Source: an optimization exercise on an open RTL-to-GDS flow (aim: small area and a short achievable clock period). Production flows keep margins and buffers that such runs may drop. Power and IR drop assume default switching activity.

==> run a <==
// cordic
module cordic(CosX,SinX,theta,Sign,clock,reset);
	output [16:0] CosX,SinX;
	input  [15:0] theta;
	input  Sign,clock,reset;
	reg [15:0] X;
	reg [16:0] Y;              
	reg [13:0] Z;              
	reg        zsr;            
	reg        S;              
	reg [3:0]  sh;             
	wire zs = zsr;
	wire last = (sh == 4'd14);
	wire [13:0] atan =
		(sh == 4'd1)  ? 14'd3593 : (sh == 4'd2)  ? 14'd1824 :
		(sh == 4'd3)  ? 14'd916  : (sh == 4'd4)  ? 14'd458  :
		(sh == 4'd5)  ? 14'd229  : (sh == 4'd6)  ? 14'd115  :
		(sh == 4'd7)  ? 14'd57   : (sh == 4'd8)  ? 14'd29   :
		(sh == 4'd9)  ? 14'd14   : (sh == 4'd10) ? 14'd7    :
		(sh == 4'd11) ? 14'd4    : (sh == 4'd12) ? 14'd2    :
		(sh == 4'd13) ? 14'd1    : 14'd0;
	wire first = (sh == 4'd0);
	wire [13:0] zop = first ? (zs ? -14'd4720 : -14'd18322) : (atan ^ {14{~zs}});
	wire zci = first ? ~S : ~zs;
	wire b = X[15];
	wire ysame = Y[16] ? &Y[2:0] : ~|Y[15:0];   
	wire yneg = Y[16] ^ (ysame & b & (Y[16] ^ zs));
	wire yzero = ysame & (Y[16] ? (b & ~zs) : ~b);
	wire neg = last & yneg;
	wire ssign = (yneg ^ S) & ~yzero;
	wire [16:0] yx = Y ^ {17{~zs}};
	wire [32:0] yext = {{17{yx[16]}}, yx[16:1]} >> sh;
	wire [15:0] yop = yext[15:0];
	wire [15:0] xx = X ^ {16{zs}};
	wire fillx = zs & ~neg;
	wire [32:0] xext = {{18{fillx}}, xx[15:1] ^ {neg, 14'd0}} >> sh;
	wire [16:0] xop = xext[16:0];
	wire [5:0] ylow = Y[5:0] & ~(6'h3E << sh);
	wire yc = Y[16] & ((sh >= 4'd6) | (|ylow));
	wire cx = yc ^ ~zs;
	wire cy = zs;
	wire [16:0] ya = {Y[16:3], Y[2:0] ^ {3{neg}}};
	wire [15:0] SumX; addx ax(.a(X), .b(yop), .ci(cx), .s(SumX));
	wire [16:0] SumY; addy ay(.a(ya), .b(xop), .ci(cy), .s(SumY));
	wire [13:0] SumZ; addz az(.a(Z), .b(zop), .ci(zci), .s(SumZ));
	wire t45 = theta[13] & theta[11] & theta[10] & theta[8];
  ...
==> module cordic, before the edit <==
module cordic(CosX,SinX,theta,Sign,clock,reset);
	output [16:0] CosX,SinX;
	input  [15:0] theta;
	input  Sign,clock,reset;
	reg [15:0] X;
	reg [16:0] Y;              
	reg [13:0] Z;              
	reg        zsr;            
	reg        S;              
	reg [3:0]  sh;             
	wire zs = zsr;
	wire last = (sh == 4'd14);
	wire [13:0] atan =
		(sh == 4'd1)  ? 14'd3593 : (sh == 4'd2)  ? 14'd1824 :
		(sh == 4'd3)  ? 14'd916  : (sh == 4'd4)  ? 14'd458  :
		(sh == 4'd5)  ? 14'd229  : (sh == 4'd6)  ? 14'd115  :
		(sh == 4'd7)  ? 14'd57   : (sh == 4'd8)  ? 14'd29   :
		(sh == 4'd9)  ? 14'd14   : (sh == 4'd10) ? 14'd7    :
		(sh == 4'd11) ? 14'd4    : (sh == 4'd12) ? 14'd2    :
		(sh == 4'd13) ? 14'd1    : 14'd0;
	wire first = (sh == 4'd0);
	wire [13:0] zop = first ? (zs ? -14'd4720 : -14'd18322) : (atan ^ {14{~zs}});
	wire zci = first ? ~S : ~zs;
	wire b = X[15];
	wire ysame = Y[16] ? &Y[2:0] : ~|Y[15:0];   
	wire yneg = Y[16] ^ (ysame & b & (Y[16] ^ zs));
	wire yzero = ysame & (Y[16] ? (b & ~zs) : ~b);
	wire neg = last & yneg;
	wire ssign = (yneg ^ S) & ~yzero;
	wire [16:0] yx = Y ^ {17{~zs}};
	wire [32:0] yext = {{17{yx[16]}}, yx[16:1]} >> sh;
	wire [15:0] yop = yext[15:0];
	wire [15:0] xx = X ^ {16{zs}};
	wire fillx = zs & ~neg;
	wire [32:0] xext = {{18{fillx}}, xx[15:1] ^ {neg, 14'd0}} >> sh;
	wire [16:0] xop = xext[16:0];
	wire [5:0] ylow = Y[5:0] & ~(6'h3E << sh);
	wire yc = Y[16] & ((sh >= 4'd6) | (|ylow));
	wire cx = yc ^ ~zs;
	wire cy = zs;
	wire [16:0] ya = {Y[16:3], Y[2:0] ^ {3{neg}}};
	wire [15:0] SumX; addx ax(.a(X), .b(yop), .ci(cx), .s(SumX));
	wire [16:0] SumY; addy ay(.a(ya), .b(xop), .ci(cy), .s(SumY));
	wire [13:0] SumZ; addz az(.a(Z), .b(zop), .ci(zci), .s(SumZ));
	wire t45 = theta[13] & theta[11] & theta[10] & theta[8];
	always @(posedge clock)
		if (reset) begin
			sh <= 4'd0;
			X <= 16'h9B74;
			Y <= 17'h09B74;
			Z <= theta[13:0];
			zsr <= Sign | ~t45;
			S <= Sign;
		end else begin
			sh <= sh + 4'd1;
			X <= SumX;
			Y <= {last ? ssign : SumY[16], SumY[15:3] & {13{~neg}}, SumY[2:0]};
			Z <= SumZ;
			zsr <= SumZ[13];
		end
	assign CosX = {1'b0, X};
	assign SinX = Y;
endmodule
==> module addz, before the edit <==
module addz(input [13:0] a, input [13:0] b, input ci, output [13:0] s);
  wire [13:0] p = a ^ b;
  wire [13:0] g = a & b;
  wire g0c = g[0] | (p[0] & ci);
  wire gn1 = g[1] | (p[1] & g0c);
  wire gn2 = g[3] | (p[3] & g[2]);
  wire pn2 = p[3] & p[2];
  wire gn3 = g[5] | (p[5] & g[4]);
  wire pn3 = p[5] & p[4];
  wire gn4 = g[7] | (p[7] & g[6]);
  wire pn4 = p[7] & p[6];
  wire gn5 = g[9] | (p[9] & g[8]);
  wire pn5 = p[9] & p[8];
  wire gn6 = g[11] | (p[11] & g[10]);
  wire pn6 = p[11] & p[10];
  wire gn7 = g[13] | (p[13] & g[12]);
  wire pn7 = p[13] & p[12];
  wire gn8 = gn2 | (pn2 & gn1);
  wire gn9 = gn4 | (pn4 & gn3);
  wire pn9 = pn4 & pn3;
  wire gn10 = gn6 | (pn6 & gn5);
  wire pn10 = pn6 & pn5;
  wire gn11 = gn9 | (pn9 & gn8);
  wire gn12 = gn10 | (pn10 & gn11);
  wire gn13 = gn3 | (pn3 & gn8);
  wire gn14 = gn5 | (pn5 & gn11);
  wire gn15 = gn7 | (pn7 & gn12);
  wire gn16 = g[2] | (p[2] & gn1);
  wire gn17 = g[4] | (p[4] & gn8);
  wire gn18 = g[6] | (p[6] & gn13);
  wire gn19 = g[8] | (p[8] & gn11);
  wire gn20 = g[10] | (p[10] & gn14);
  wire gn21 = g[12] | (p[12] & gn12);
  wire [13:0] c = {gn21, gn12, gn20, gn14, gn19, gn11, gn18, gn13, gn17, gn8, gn16, gn1, g0c, ci};
  assign s = p ^ c;
endmodule
==> flow/config.mk <==
export PLATFORM = sky130hd
export DESIGN_NAME = cordic
export DESIGN_NICKNAME = cordic
export VERILOG_FILES = /design/flow/design.v
export SDC_FILE = /design/flow/constraint.sdc
export NUM_CORES = 4
export LEC_CHECK = 0
export ABC_AREA = 1
export CAP_MARGIN = 20
export CORE_MARGIN = 2
export CORE_UTILIZATION = 50
export CTS_BUF_LIST = sky130_fd_sc_hd__clkbuf_8
export SETUP_SLACK_MARGIN = 0.5
export SLEW_MARGIN = 20
==> flow/constraint.sdc <==
create_clock -name core_clock -period 15.0 [get_ports {clock}]
set_input_delay 3.0000 -clock core_clock [delete_from_list [all_inputs] [get_ports {clock}]]
set_output_delay 3.0000 -clock core_clock [all_outputs]
set_load 0.01 [all_outputs]
standard.sh (not shown) runs the stock make flow with config.mk's settings and CLKGATE_MAP_FILE= SYNTH_SCRIPT=/design/flow/synth_recipe.tcl, a recipe that flattens the netlist after the stock synthesis.
==> flow/flow/run.sh <==
#!/bin/bash
# The standard layout (standard.sh) with these changes:
# repair_timing aims for a setup margin of 11.05 ns, ports get buf_2
# buffers, and Yosys maps no full or half adder cells (ADDER_MAP_FILE is
# empty, so ABC maps the adders as plain logic).
# make's output goes to flow_make.log here; each ORFS step logs under orfs/logs.
set -euo pipefail

sed -e "s|SETUP_SLACK_MARGIN=[0-9.]*|SETUP_SLACK_MARGIN=11.05 'BUFFER_PORTS_ARGS=-buffer_cell sky130_fd_sc_hd__buf_2' ADDER_MAP_FILE=|" standard.sh > my_standard.sh
bash my_standard.sh > flow_make.log 2>&1
==> run b: changes against run a <==
--- a/flow/design.v
+++ b/flow/design.v
@@ -3,10 +3,9 @@
 	input  [15:0] theta;
 	input  Sign,clock,reset;
 	reg [15:0] X;
-	reg [16:0] Y;              
-	reg [13:0] Z;              
+	reg [16:0] Y;
+	reg [13:0] Z;
 	reg        zsr;            
-	reg        S;              
 	reg [3:0]  sh;             
 	wire zs = zsr;
 	wire last = (sh == 4'd14);
@@ -19,14 +18,11 @@
 		(sh == 4'd11) ? 14'd4    : (sh == 4'd12) ? 14'd2    :
 		(sh == 4'd13) ? 14'd1    : 14'd0;
 	wire first = (sh == 4'd0);
-	wire [13:0] zop = first ? (zs ? -14'd4720 : -14'd18322) : (atan ^ {14{~zs}});
-	wire zci = first ? ~S : ~zs;
+	wire [13:0] zop = first ? (Y[16] ? 14'd4720 : (zs ? -14'd4719 : 14'd14447)) : (atan ^ {14{~zs}});
+	wire zci = ~first & ~zs;
 	wire b = X[15];
-	wire ysame = Y[16] ? &Y[2:0] : ~|Y[15:0];   
-	wire yneg = Y[16] ^ (ysame & b & (Y[16] ^ zs));
-	wire yzero = ysame & (Y[16] ? (b & ~zs) : ~b);
-	wire neg = last & yneg;
-	wire ssign = (yneg ^ S) & ~yzero;
+	wire ysame = &(Y[15:0] ~^ {16{Y[16]}});      
+	wire neg = last & (Y[16] ^ (ysame & b & (Y[16] ^ zs)));
 	wire [16:0] yx = Y ^ {17{~zs}};
 	wire [32:0] yext = {{17{yx[16]}}, yx[16:1]} >> sh;
 	wire [15:0] yop = yext[15:0];
@@ -34,11 +30,11 @@
 	wire fillx = zs & ~neg;
 	wire [32:0] xext = {{18{fillx}}, xx[15:1] ^ {neg, 14'd0}} >> sh;
 	wire [16:0] xop = xext[16:0];
-	wire [5:0] ylow = Y[5:0] & ~(6'h3E << sh);
-	wire yc = Y[16] & ((sh >= 4'd6) | (|ylow));
+	wire [15:0] ylow = Y[15:0] & ~(16'hFFFE << sh);
+	wire yc = Y[16] & (|ylow);
 	wire cx = yc ^ ~zs;
 	wire cy = zs;
-	wire [16:0] ya = {Y[16:3], Y[2:0] ^ {3{neg}}};
+	wire [16:0] ya = Y ^ {17{neg}};
 	wire [15:0] SumX; addx ax(.a(X), .b(yop), .ci(cx), .s(SumX));
 	wire [16:0] SumY; addy ay(.a(ya), .b(xop), .ci(cy), .s(SumY));
 	wire [13:0] SumZ; addz az(.a(Z), .b(zop), .ci(zci), .s(SumZ));
@@ -47,14 +43,13 @@
 		if (reset) begin
 			sh <= 4'd0;
 			X <= 16'h9B74;
-			Y <= 17'h09B74;
-			Z <= theta[13:0];
-			zsr <= Sign | ~t45;
-			S <= Sign;
+			Y <= Sign ? 17'h1648C : 17'h09B74;
+			Z <= theta[13:0] ^ {14{Sign}};
+			zsr <= ~Sign & ~t45;
 		end else begin
 			sh <= sh + 4'd1;
 			X <= SumX;
-			Y <= {last ? ssign : SumY[16], SumY[15:3] & {13{~neg}}, SumY[2:0]};
+			Y <= {SumY[16] | neg, SumY[15:0]};
 			Z <= SumZ;
 			zsr <= SumZ[13];
 		end
==> flow/flow/run.sh (replaced) <==
#!/bin/bash
# The standard layout (standard.sh) with these changes:
# repair_timing aims for a setup margin of 10.9 ns, ports get buf_2
# buffers, and Yosys maps no full or half adder cells (ADDER_MAP_FILE is
# empty, so ABC maps the adders as plain logic).
# make's output goes to flow_make.log here; each ORFS step logs under orfs/logs.
set -euo pipefail

sed -e "s|SETUP_SLACK_MARGIN=[0-9.]*|SETUP_SLACK_MARGIN=10.9 'BUFFER_PORTS_ARGS=-buffer_cell sky130_fd_sc_hd__buf_2' ADDER_MAP_FILE=|" standard.sh > my_standard.sh
bash my_standard.sh > flow_make.log 2>&1
==> run c: changes against run a <==
--- a/flow/design.v
+++ b/flow/design.v
@@ -8,6 +8,7 @@
 	reg        zsr;            
 	reg        S;              
 	reg [3:0]  sh;             
+	reg        r1;             
 	wire zs = zsr;
 	wire last = (sh == 4'd14);
 	wire [13:0] atan =
@@ -21,12 +22,8 @@
 	wire first = (sh == 4'd0);
 	wire [13:0] zop = first ? (zs ? -14'd4720 : -14'd18322) : (atan ^ {14{~zs}});
 	wire zci = first ? ~S : ~zs;
-	wire b = X[15];
-	wire ysame = Y[16] ? &Y[2:0] : ~|Y[15:0];   
-	wire yneg = Y[16] ^ (ysame & b & (Y[16] ^ zs));
-	wire yzero = ysame & (Y[16] ? (b & ~zs) : ~b);
-	wire neg = last & yneg;
-	wire ssign = (yneg ^ S) & ~yzero;
+	wire neg = last & Y[16];
+	wire ssign = Y[16] ^ S;
 	wire [16:0] yx = Y ^ {17{~zs}};
 	wire [32:0] yext = {{17{yx[16]}}, yx[16:1]} >> sh;
 	wire [15:0] yop = yext[15:0];
@@ -46,18 +43,24 @@
 	always @(posedge clock)
 		if (reset) begin
 			sh <= 4'd0;
-			X <= 16'h9B74;
-			Y <= 17'h09B74;
 			Z <= theta[13:0];
 			zsr <= Sign | ~t45;
 			S <= Sign;
 		end else begin
 			sh <= sh + 4'd1;
-			X <= SumX;
-			Y <= {last ? ssign : SumY[16], SumY[15:3] & {13{~neg}}, SumY[2:0]};
 			Z <= SumZ;
 			zsr <= SumZ[13];
 		end
+	always @(posedge clock) begin
+		r1 <= reset;
+		if (r1) begin
+			X <= zs ? 16'hE92E : 16'h4DBA;
+			Y <= zs ? 17'h04DBA : 17'h0E92E;
+		end else begin
+			X <= SumX;
+			Y <= {last ? ssign : SumY[16], SumY[15:3] & {13{~neg}}, SumY[2:0]};
+		end
+	end
 	assign CosX = {1'b0, X};
 	assign SinX = Y;
 endmodule
@@ -153,36 +156,21 @@
 module addz(input [13:0] a, input [13:0] b, input ci, output [13:0] s);
   wire [13:0] p = a ^ b;
   wire [13:0] g = a & b;
-  wire g0c = g[0] | (p[0] & ci);
-  wire gn1 = g[1] | (p[1] & g0c);
-  wire gn2 = g[3] | (p[3] & g[2]);
-  wire pn2 = p[3] & p[2];
-  wire gn3 = g[5] | (p[5] & g[4]);
-  wire pn3 = p[5] & p[4];
-  wire gn4 = g[7] | (p[7] & g[6]);
-  wire pn4 = p[7] & p[6];
-  wire gn5 = g[9] | (p[9] & g[8]);
-  wire pn5 = p[9] & p[8];
-  wire gn6 = g[11] | (p[11] & g[10]);
-  wire pn6 = p[11] & p[10];
-  wire gn7 = g[13] | (p[13] & g[12]);
-  wire pn7 = p[13] & p[12];
-  wire gn8 = gn2 | (pn2 & gn1);
-  wire gn9 = gn4 | (pn4 & gn3);
-  wire pn9 = pn4 & pn3;
-  wire gn10 = gn6 | (pn6 & gn5);
-  wire pn10 = pn6 & pn5;
-  wire gn11 = gn9 | (pn9 & gn8);
-  wire gn12 = gn10 | (pn10 & gn11);
-  wire gn13 = gn3 | (pn3 & gn8);
-  wire gn14 = gn5 | (pn5 & gn11);
-  wire gn15 = gn7 | (pn7 & gn12);
-  wire gn16 = g[2] | (p[2] & gn1);
-  wire gn17 = g[4] | (p[4] & gn8);
-  wire gn18 = g[6] | (p[6] & gn13);
-  wire gn19 = g[8] | (p[8] & gn11);
-  wire gn20 = g[10] | (p[10] & gn14);
-  wire gn21 = g[12] | (p[12] & gn12);
-  wire [13:0] c = {gn21, gn12, gn20, gn14, gn19, gn11, gn18, gn13, gn17, gn8, gn16, gn1, g0c, ci};
-  assign s = p ^ c;
+  wire [14:0] c;
+  assign c[0] = ci;
+  assign c[1] = g[0] | (p[0] & c[0]);
+  assign c[2] = g[1] | (p[1] & c[1]);
+  assign c[3] = g[2] | (p[2] & c[2]);
+  assign c[4] = g[3] | (p[3] & c[3]);
+  assign c[5] = g[4] | (p[4] & c[4]);
+  assign c[6] = g[5] | (p[5] & c[5]);
+  assign c[7] = g[6] | (p[6] & c[6]);
+  assign c[8] = g[7] | (p[7] & c[7]);
+  assign c[9] = g[8] | (p[8] & c[8]);
+  assign c[10] = g[9] | (p[9] & c[9]);
+  assign c[11] = g[10] | (p[10] & c[10]);
+  assign c[12] = g[11] | (p[11] & c[11]);
+  assign c[13] = g[12] | (p[12] & c[12]);
+  assign c[14] = g[13] | (p[13] & c[13]);
+  assign s = p ^ c[13:0];
 endmodule
==> flow/flow/run.sh (replaced) <==
#!/bin/bash
# The standard layout (standard.sh) with these changes:
# repair_timing aims for a setup margin of 11.15 ns, ports get buf_2
# buffers, and Yosys maps no full or half adder cells (ADDER_MAP_FILE is
# empty, so ABC maps the adders as plain logic).
# make's output goes to flow_make.log here; each ORFS step logs under orfs/logs.
set -euo pipefail

sed -e "s|SETUP_SLACK_MARGIN=[0-9.]*|SETUP_SLACK_MARGIN=11.15 'BUFFER_PORTS_ARGS=-buffer_cell sky130_fd_sc_hd__buf_2' ADDER_MAP_FILE=|" standard.sh > my_standard.sh
bash my_standard.sh > flow_make.log 2>&1
==> metrics list <==
- Final non-clock buffer share: 9.967%
- Min-delay src: Z[4]
* Post-synthesis average cell area: just over 6 sq um
- Routed wire length on met3: 787 um
* Footprint of the multi-input gates: between 3000 and 4000 sq um
* Min Hold Slack: 0.6224 ns
- Biggest area contributors in the synthesized netlist: sky130_fd_sc_hd__dfxtp_1 20%, sky130_fd_sc_hd__nand2_1 18%, sky130_fd_sc_hd__xor2_1 7.7%
- The run finished with no timing, DRC or antenna violations.
- Total Nets Final: 945
- Register share of total power: approximately 17%
* Seq/Total Area, Yosys: 20.40%
- Counting every net in the synthesized netlist gives 887.
- Area post-placement: 5542 sq um
- After Yosys synthesis, full adders, half adders and majority gates account for 0.1871% of the synthesized area.
# the run above: run c

==> metrics list <==
- Result of the run: finished clean
* Number of nets produced by synthesis: a little under 1k
- Non-clock buffering takes up 5.880% of total cell area after layout.
* Fraction of the mapped netlist area in adder cells: 0%
- Area post-placement: 5969 sq um
* Routed wire length on met3: ~1000 um
- Biggest area contributors in the synthesized netlist: sky130_fd_sc_hd__nand2_1 19%, sky130_fd_sc_hd__dfxtp_1 18%, sky130_fd_sc_hd__xor2_1 6.2%
- Post-synthesis average cell area: 5.927 sq um
* Total Nets Final: 1,021
- Min-delay src: X[0]
# the run above: run b

==> metrics list <==
* Total Nets Final: 973
- In the final layout, the multi-input gates occupy 3859 sq um.
- Final non-clock buffer share: 5.296%
* Seq/Total Area, Yosys: 19.27%
* Result of the run: finished clean
- Post-synthesis average cell area: 6.008 sq um
- Register share of total power: around 18%
- After detailed routing, the met3 layer carries between 800 and 900 um of wire.
# the run above: run a

No run of this note included a check of the RTL's function; only the layout flow was run.

-- separate check: timing with driven ports --
No port has a modelled driver above. Below, the same layouts with a new extraction and two added sets of constraints.
Step 1 assumes that a clkbuf_16 drives the clock port and a buf_2 every other input.
Step 2 moves the port delays by t, midway between the first and last clock arrival at a register: inputs arrive t later, outputs are due t later. That takes back most of the time a late clock gives input paths.
Slacks: ideal ports / drivers / drivers and shift; pairs: ideal ports / drivers.
run	t (ns)	slack for setup (ns)	latest minus earliest clock arrival (ns)	worst data-port slew with drivers (ns)
run a	0.368	11.085 / 11.047 / 10.819	0.011 / 0.011	0.03
run b	0.371	10.922 / 10.887 / 10.679	0.009 / 0.009	0.03
run c	0.382	11.172 / 11.133 / 10.915	0.008 / 0.008	0.03
After both steps every run listed still meets setup and hold. The setup slack of run a, which loses most, moves by -0.038 ns with the drivers and by -0.266 ns with both steps.
